Context: an optimization exercise on an open-source flow, tuned for small area and a short achievable clock period. The choices shown serve that exercise and are no tape-out recipe.
RTL that was checked went through simulation tests only; none was proved equivalent to the original.
Power figures rest on the tool's default switching activity, not on a simulated workload.

Setup of JK:
// bist
module bist #(parameter size = 6, length = 8) (
    input  logic clk,
    input  logic rst,
    input  logic start,
    input  logic csin,
    input  logic rwbarin,
    input  logic opr,
    input  logic [size-1:0] address,
    input  logic [length-1:0] datain,
    output logic [length-1:0] dataout,
    output logic fail
);
Size in the first run: ~1,800 cells after synthesis, about 560 flip-flops, ~29 I/O pins.
Settings: LEC_CHECK=0, CAP_MARGIN=20, CORE_MARGIN=2, CORE_UTILIZATION=60, CTS_BUF_LIST=sky130_fd_sc_hd__clkbuf_16, CTS_CLUSTER_DIAMETER=80, CTS_CLUSTER_SIZE=30, PLACE_DENSITY=0.72, SETUP_SLACK_MARGIN=2.4, SLEW_MARGIN=20, SYNTH_HIERARCHICAL=1; clock period 5.0 ns.
standard.sh (not shown) runs the stock make flow with config.mk's settings and CLKGATE_MAP_FILE= SYNTH_SCRIPT=/design/flow/synth_recipe.tcl, a recipe that flattens the netlist after the stock synthesis.
==> flow/flow/run.sh <==
#!/bin/bash
# Layout flow: the standard ORFS flow (standard.sh), with the port
# buffers made of buf_4 cells instead of the default delay-buffer cells.
set -euo pipefail
bash standard.sh 'BUFFER_PORTS_ARGS=-buffer_cell sky130_fd_sc_hd__buf_4' ${EXTRA_MAKE_ARGS:-} finish > flow_make.log 2>&1
Both conditions hold for JK: the flow ran to the end and the final layout passed the timing, DRC and antenna checks.
[inputs] MS vs JK
-- flow/config.mk --
<<< JK, line 14
export PLACE_DENSITY = 0.72
export SETUP_SLACK_MARGIN = 2.4
export SLEW_MARGIN = 20
>>> MS, line 14
export PLACE_DENSITY = 0.72
export SETUP_SLACK_MARGIN = 2.0
export SLEW_MARGIN = 20
Results
- From JK to MS the numbers moved as follows: leakage power total went down by 0.64%; wire length on met2 fell by about 1%; wire length per cell after detailed routing has remained practically unchanged.
- Looking at area of all placed cells without fillers, MS sits 0.78% lower than JK does.
- Met3 track demand over resource, MS and JK: smaller value in JK

* * *

Setup of v7:
bist, a different RTL version from the one above (not shown whole).
For scale: ~1800 cells after synthesis, roughly 29 I/O pins.
Settings: LEC_CHECK=0, CAP_MARGIN=20, CORE_MARGIN=2, CORE_UTILIZATION=60, CTS_BUF_LIST=sky130_fd_sc_hd__clkbuf_16, CTS_CLUSTER_DIAMETER=70, CTS_CLUSTER_SIZE=30, PLACE_DENSITY=0.72, SETUP_SLACK_MARGIN=2.55, SLEW_MARGIN=20, SYNTH_HIERARCHICAL=1; clock period 5.0 ns.
Scripts as last shown in full above: flow/flow/run.sh
v7: all stages complete, timing, DRC and antenna checks passed
--- input diff v7..v21 ---
Settings: SETUP_SLACK_MARGIN changed from 2.55 to 2.4.
Findings:
- v21 was carried through to the last stage, and its layout satisfied the timing, DRC and antenna checks.
- Compare v7 and v21 | number of gates resized after cts higher: v7
- Delta (v21 minus v7): final clock skew increased by 0.0037 ns relative to the old numbers, number of global-route vias before repair increased by 78 relative to the old numbers, count of buffers added by post-CTS timing repair for setup decreased by 1 relative to the old numbers, proportion of power drawn by the clock network decreased by 0.5 points relative to the old numbers, period utilization increased by 3.8 points relative to the old numbers.
#### Input delta (v45 over v21)
Settings: SETUP_SLACK_MARGIN changed from 2.4 to 2.7; CORE_UTILIZATION changed from 60 to 70; CTS_CLUSTER_SIZE changed from 30 to 25; PLACE_DENSITY changed from 0.72 to 0.82.
### Flow results
Looking only at global placement routability congestion, and setting everything else aside, the lower value of v45 and v21 goes to v45.
Diff v21 -> v45: total stage count of the critical path went down, power has decreased.
The lower final worst hold slack came out of v21.
Against v21, final cell count in v45 fell by a few percent.
v21 → v45: global routing met1 resource utilization increased 3.7 points, part of the power in combinational logic comparable.
For v6, these inputs were changed with respect to v45:
Settings: PLACE_DENSITY: 0.82 -> 0.72; CORE_UTILIZATION: 70 -> 60.
==> comparison <==
- v6 vs v45 on power density over the cells: v6 is the lower one.
- Going from v45 to v6, the non-clock inverter instance count of the final layout was found to have gone up by 1.3%.
- In the tables for v6 and v45, sequential fraction of total cell area reads lower with v6.
- Changes observed in v6 relative to v45: cell count shows an increase of 2.3%; overall power after layout shows a reduction of 1.0%; via count shows a reduction of 4.5%.

* * *

bist, a different RTL version from the one above (not shown whole).
Size: ~1,800 cells after synthesis, roughly 540 flip-flops, ~29 I/O pins.
==> flow/config.mk <==
export PLATFORM = sky130hd
export DESIGN_NAME = bist
export DESIGN_NICKNAME = bist
export VERILOG_FILES = /design/flow/design.v
export SDC_FILE = /design/flow/constraint.sdc
export NUM_CORES = 4
export LEC_CHECK = 0
export CAP_MARGIN = 20
export CORE_MARGIN = 2
export CORE_UTILIZATION = 45
export CTS_BUF_LIST = sky130_fd_sc_hd__clkbuf_4 sky130_fd_sc_hd__clkbuf_8
export SETUP_SLACK_MARGIN = 2.0
export SLEW_MARGIN = 20
export SYNTH_HIERARCHICAL = 1
==> flow/constraint.sdc <==
create_clock -name core_clock -period 5.0 [get_ports {clk}]
set_input_delay 1.0000 -clock core_clock [delete_from_list [all_inputs] [get_ports {clk}]]
set_output_delay 1.0000 -clock core_clock [all_outputs]
set_load 0.01 [all_outputs]
==> flow/flow/run.sh <==
#!/bin/bash
# Layout flow: the standard ORFS flow (standard.sh), with the port
# buffers made of buf_4 cells instead of the default delay-buffer cells.
set -euo pipefail
bash standard.sh 'BUFFER_PORTS_ARGS=-buffer_cell sky130_fd_sc_hd__buf_4' ${EXTRA_MAKE_ARGS:-} RECOVER_POWER=100 finish > flow_make.log 2>&1
The starting point produced a layout that fails on capacitance limit, slew limit.
Change:
==> flow/flow/run.sh (replaced) <==
#!/bin/bash
# Layout flow: the standard ORFS flow (standard.sh), with the port
# buffers made of buf_4 cells instead of the default delay-buffer cells.
set -euo pipefail
bash standard.sh 'BUFFER_PORTS_ARGS=-buffer_cell sky130_fd_sc_hd__buf_4' ${EXTRA_MAKE_ARGS:-} finish > flow_make.log 2>&1
Settings changed: CTS_BUF_LIST sky130_fd_sc_hd__clkbuf_4 sky130_fd_sc_hd__clkbuf_8 to sky130_fd_sc_hd__clkbuf_8 sky130_fd_sc_hd__clkbuf_16, CTS_CLUSTER_DIAMETER from default to 60, CTS_CLUSTER_SIZE from default to 20.
Now the flow ran to the end with no violations.
Total power decreases by 4.9%.
Cell count decreases by 3.7%.
Cell area decreases by 1.4%.
Clock power decreases by 18%.
Die area does not change.
Change:
Settings changed: CTS_BUF_LIST sky130_fd_sc_hd__clkbuf_8 sky130_fd_sc_hd__clkbuf_16 to sky130_fd_sc_hd__clkbuf_4 sky130_fd_sc_hd__clkbuf_8, CTS_CLUSTER_DIAMETER 60 to default, CTS_CLUSTER_SIZE 20 to default.
Setup slack improved by 3.9 ps.
Core utilization increases by 1.5 points.
Die area is unchanged.
Global-route usage increases by 0.47 points.
Count of clock-buffer cells in the layout increases by 113.
Clock power increases by about a fifth.
Routed wire length increases slightly.
No functional check of the RTL was part of any run of this note.

-- re-timing with driven ports --
The flow's constraints put no driver on any port. The routed layouts listed below were extracted and timed again, unchanged, in two steps.
Step 1 (the two cells are an assumption about what drives the block):
set clk [get_ports {clk}]
set_driving_cell -lib_cell sky130_fd_sc_hd__clkbuf_16 $clk
set_driving_cell -lib_cell sky130_fd_sc_hd__buf_2 [delete_from_list [all_inputs] $clk]
Step 2 adds t to the input delays and takes it off the output delays; t is the mean of the earliest and latest rising clock arrival at the registers after step 1. Input paths then give back, and output paths get back, about the clock's delay inside the block.
Three values: ideal, step 1, step 2; two values: the first two.
| run | shift t [ns] | setup slack, ns | worst setup path at the end | worst slew at a driven data input, ns |
|---|---|---|---|---|
| JK | 0.629 | 2.236 / 2.266 / 1.637 | input to register | 0.07 |
| MS | 0.629 | 1.835 / 1.863 / 1.233 | input to register | 0.08 |
| v7 | 0.679 | 2.374 / 2.316 / 1.749 | input to register | 0.04 |
| v21 | 0.662 | 2.186 / 2.208 / 1.555 | input to register | 0.04 |
| v45 | 0.649 | 2.279 / 2.279 / 1.635 | input to register | 0.08 |
| v6 | 0.666 | 2.416 / 2.360 / 1.826 | input to register | 0.05 |
| the first run of note 3 | 0.701 | 1.167 / 1.167 / 0.973 | input to register | 0.04 |
| the second run of note 3 | 0.631 | 2.048 / 2.078 / 1.449 | input to register | 0.04 |
| the third run of note 3 | 0.704 | 2.052 / 2.052 / 1.613 | input to register | 0.04 |
The setup slack of v45, which loses most, moves by 0.000 ns with the drivers and by -0.644 ns with both steps.
